Background: an optimization exercise with open tools, aiming at small area. Do not read the settings as production practice. RTL that was checked went through simulation tests only; none was proved equivalent to the original.

// Axi_Lite_Uart
module Axi_Lite_Uart (
    input         clock,
    input         reset,           
    input  [15:0] s_axi_awaddr,
    input         s_axi_awvalid,
    output        s_axi_awready,
    input  [31:0] s_axi_wdata,
    input         s_axi_wvalid,
    output        s_axi_wready,
    output [1:0]  s_axi_bresp,
    output        s_axi_bvalid,
    input         s_axi_bready,
    input  [15:0] s_axi_araddr,
    input         s_axi_arvalid,
    output        s_axi_arready,
    output [31:0] s_axi_rdata,
    output [1:0]  s_axi_rresp,
    output        s_axi_rvalid,
    input         s_axi_rready,
    input         RxD,
    output        TxD,
    input         CTS,
    output        RTS
);
export LEC_CHECK = 0
export CAP_MARGIN = 20
export CORE_MARGIN = 2
export CORE_UTILIZATION = 65
export SLEW_MARGIN = 20
export SYNTH_HIERARCHICAL = 1
export SYNTH_MINIMUM_KEEP_SIZE = 0
create_clock -name core_clock -period 6.0 [get_ports {clock}]
standard.sh (not shown) runs the stock make flow with config.mk's settings and CLKGATE_MAP_FILE= SYNTH_SCRIPT=/design/flow/synth_recipe.tcl, a recipe that flattens the netlist after the stock synthesis.
==> flow/flow/run.sh <==
#!/bin/bash
# Standard ORFS layout (the standard.sh) with two changes:
#  - port buffers use the smallest buffer cell instead of the resizer's pick;
#  - CTS clusters up to 30 sinks within 200 um and inserts no dummy loads.
# make's full output goes to standard.log; ORFS keeps per-step logs in orfs/logs.
set -euo pipefail
bash standard.sh \
  "BUFFER_PORTS_ARGS=-buffer_cell sky130_fd_sc_hd__buf_1" \
  "CTS_ARGS=-sink_clustering_enable -repair_clock_nets -dont_use_dummy_load -sink_clustering_size 20 -sink_clustering_max_diameter 120 -buf_list sky130_fd_sc_hd__clkbuf_8" \
  "ABC_LOAD_IN_FF=1" \
  finish > standard.log 2>&1
==> next run, changes <==
--- a/flow/design.v
+++ b/flow/design.v
@@ -136,115 +136,114 @@
     output [1:0]  s_axi_rresp,
     output        s_axi_rvalid,
     input         s_axi_rready,
     input         RxD,
     output        TxD,
     input         CTS,
     output        RTS
 );
     genvar k;
     integer i;
     reg        r_awready, r_wready, r_bvalid, r_bresp, r_arready, r_rvalid;
-    reg [3:0]  r_awaddr;
+    reg [1:0]  r_awsel;           
     reg        r_awaddr_hz;       
-    reg [3:0]  r_araddr;
+    reg [2:0]  r_arsel;           
     reg [31:0] r_reg1, r_reg2, r_reg3, r_rdata;
-    reg        r_rx_valid_d, r_tx_ready_d, r_tx_valid, tx_empty_1d, tx_ren, tx_ren_lock;
+    reg        r_rx_valid_d, r_tx_ready_d, tx_ren, tx_ren_lock;
     wire       tx_ready;          
     reg        rx_valid2;         
     wire       tx_full, tx_empty, rx_full, rx_empty;
     reg        tx_rvalid;
     reg  [7:0] rx_q;              
     assign s_axi_awready = r_awready;
     assign s_axi_wready  = r_wready;
     assign s_axi_bvalid  = r_bvalid;
     assign s_axi_bresp   = {r_bresp, 1'b0};
     assign s_axi_arready = r_arready;
     assign s_axi_rvalid  = r_rvalid;
     assign s_axi_rresp   = 2'b00;
     assign s_axi_rdata   = r_rdata;
     assign RTS           = rx_full;
     wire wen     = r_wready & s_axi_wvalid;
     wire rden    = r_rvalid & s_axi_rready;
     wire tx_wen  = r_bvalid & s_axi_bready & (s_axi_awaddr[3:0] == 4'h4);
     wire rx_wen  = rx_valid2 & ~r_rx_valid_d;
     wire rx_ren  = r_arready & s_axi_arvalid;
     wire tx_ready_pe = tx_ready & ~r_tx_ready_d;
+    wire r_tx_valid = tx_ren_lock & ~tx_ren & ~tx_rvalid;
     wire [31:0] wd  = s_axi_wdata & {32{reset}};
     wire        wra = wen & r_awaddr_hz;
-    wire        we1 = ~reset | (wra & (r_awaddr == 4'h4));
-    wire        we2 = ~reset | (wra & (r_awaddr == 4'h8));
-    wire        we3 = ~reset | (wra & (r_awaddr == 4'hc));
+    wire        we1 = ~reset | (wra & (r_awsel == 2'd1));
+    wire        we2 = ~reset | (wra & (r_awsel == 2'd2));
+    wire        we3 = ~reset | (wra & (r_awsel == 2'd3));
     always @(posedge clock) begin
         if (we1) r_reg1 <= wd;
         if (we2) r_reg2 <= wd;
         if (we3) r_reg3 <= wd;
     end
     wire        rde = rden & r_awaddr_hz;
     wire        rse = reset & rde;
-    wire        rs0 = rse & (r_araddr == 4'h0);
-    wire        rs1 = rse & (r_araddr == 4'h4);
-    wire        rs2 = rse & (r_araddr == 4'h8);
-    wire        rs3 = rse & (r_araddr == 4'hc);
+    wire        rs0 = rse & r_arsel[2];
+    wire        rs1 = rse & (r_arsel == 3'd1);
+    wire        rs2 = rse & (r_arsel == 3'd2);
+    wire        rs3 = rse & (r_arsel == 3'd3);
     wire        rsh = reset & ~rde;
     wire [31:0] rd_nxt;
     generate for (k = 0; k < 32; k = k + 1) begin : rdmux
         if (k < 8) begin : lo
             sel5 u (.s({rsh, rs0, rs3, rs2, rs1}),
                     .d({r_rdata[k], rx_q[k], r_reg3[k], r_reg2[k], r_reg1[k]}), .y(rd_nxt[k]));
         end else begin : hi
             sel4 u (.s({rsh, rs3, rs2, rs1}),
                     .d({r_rdata[k], r_reg3[k], r_reg2[k], r_reg1[k]}), .y(rd_nxt[k]));
         end
     end endgenerate
     always @(posedge clock) r_rdata <= rd_nxt;
     always @(posedge clock) begin
         if (~reset) begin
             r_awready   <= 1'b0;
-            r_awaddr    <= 4'h0;
+            r_awsel     <= 2'd0;
             r_awaddr_hz <= 1'b1;
             r_wready    <= 1'b0;
             r_bvalid    <= 1'b0;
             r_bresp     <= 1'b0;
             r_arready   <= 1'b0;
-            r_araddr    <= 4'h0;
+            r_arsel     <= 3'd4;
             r_rvalid    <= 1'b0;
             r_rx_valid_d <= 1'b0;
             r_tx_ready_d <= 1'b1;
-            r_tx_valid  <= 1'b0;
-            tx_empty_1d <= 1'b1;
             tx_ren      <= 1'b0;
             tx_ren_lock <= 1'b0;
         end else begin
             r_awready <= ~r_awready & s_axi_awvalid;
             if (r_awready & s_axi_awvalid) begin
-                r_awaddr    <= s_axi_awaddr[3:0];
+                r_awsel     <= (s_axi_awaddr[3:0] == 4'h4) ? 2'd1 :
+                               (s_axi_awaddr[3:0] == 4'h8) ? 2'd2 :
+                               (s_axi_awaddr[3:0] == 4'hc) ? 2'd3 : 2'd0;
                 r_awaddr_hz <= (s_axi_awaddr[15:4] == 12'h0);
             end
             r_wready <= ~r_wready & s_axi_wvalid;
             r_bvalid <= r_bvalid ? ~s_axi_bready : wen;
             if (~r_bvalid & wen & tx_full)
                 r_bresp <= 1'b1;
             else if ((r_awready & ~r_bvalid & wen) | tx_ready)
                 r_bresp <= 1'b0;
             r_arready <= ~r_arready & s_axi_arvalid;
             if (~r_arready & s_axi_arvalid)
-                r_araddr <= s_axi_araddr[3:0];
+                r_arsel  <= (s_axi_araddr[3:0] == 4'h0) ? 3'd4 :
+                            (s_axi_araddr[3:0] == 4'h4) ? 3'd1 :
+                            (s_axi_araddr[3:0] == 4'h8) ? 3'd2 :
+                            (s_axi_araddr[3:0] == 4'hc) ? 3'd3 : 3'd0;
             r_rvalid <= r_rvalid ? ~s_axi_rready : s_axi_arvalid;
             r_rx_valid_d <= rx_valid2;
             r_tx_ready_d <= tx_ready;
-            if (~tx_empty_1d & tx_rvalid)
-                r_tx_valid <= 1'b1;
-            else if (tx_ready_pe)
-                r_tx_valid <= 1'b0;
-            tx_empty_1d <= tx_empty;
             if (tx_ren)
                 tx_ren <= 1'b0;
             else if (tx_ready & ~tx_empty & ~tx_ren_lock)
                 tx_ren <= 1'b1;
             if (tx_ren)
                 tx_ren_lock <= 1'b1;
             else if (tx_ready_pe)
                 tx_ren_lock <= 1'b0;
         end
     end
     reg rst_d1, rst_d2;
Result: The changed run completed without violations; setup slack degrades by 0.026 ns; design area came out lower by 0.63%; clock-buffer cell count is unchanged; non-clock buffer count falls by 2; global-route usage rose by 0.56 points; worst hold slack is better by 0.025 ns.
No functional check of the RTL was part of the second run of this note.

## afterwards: timing with drivers on the ports
No port has a modelled driver above. Below, the same layouts with a new extraction and two added sets of constraints.
Step 1 assumes that a clkbuf_16 drives the clock port and a buf_2 every other input.
Step 2 also shifts input and output timing later by t, the mid clock arrival at the registers, as if the neighbouring blocks saw the same clock.
Slacks: no drivers / after step 1 / after step 2; pairs: no drivers / after step 1.
| run | shift t [ns] | slack for setup (ns) | worst setup path at the end | pins driven straight from the clock port |
|---|---|---|---|---|
| the first run | 0.605 | 0.766 / 0.766 / 0.766 | register to register | 1 |
| the second run | 0.601 | 0.741 / 0.741 / 0.741 | register to register | 1 |
After both steps setup and hold are still met in every run listed.
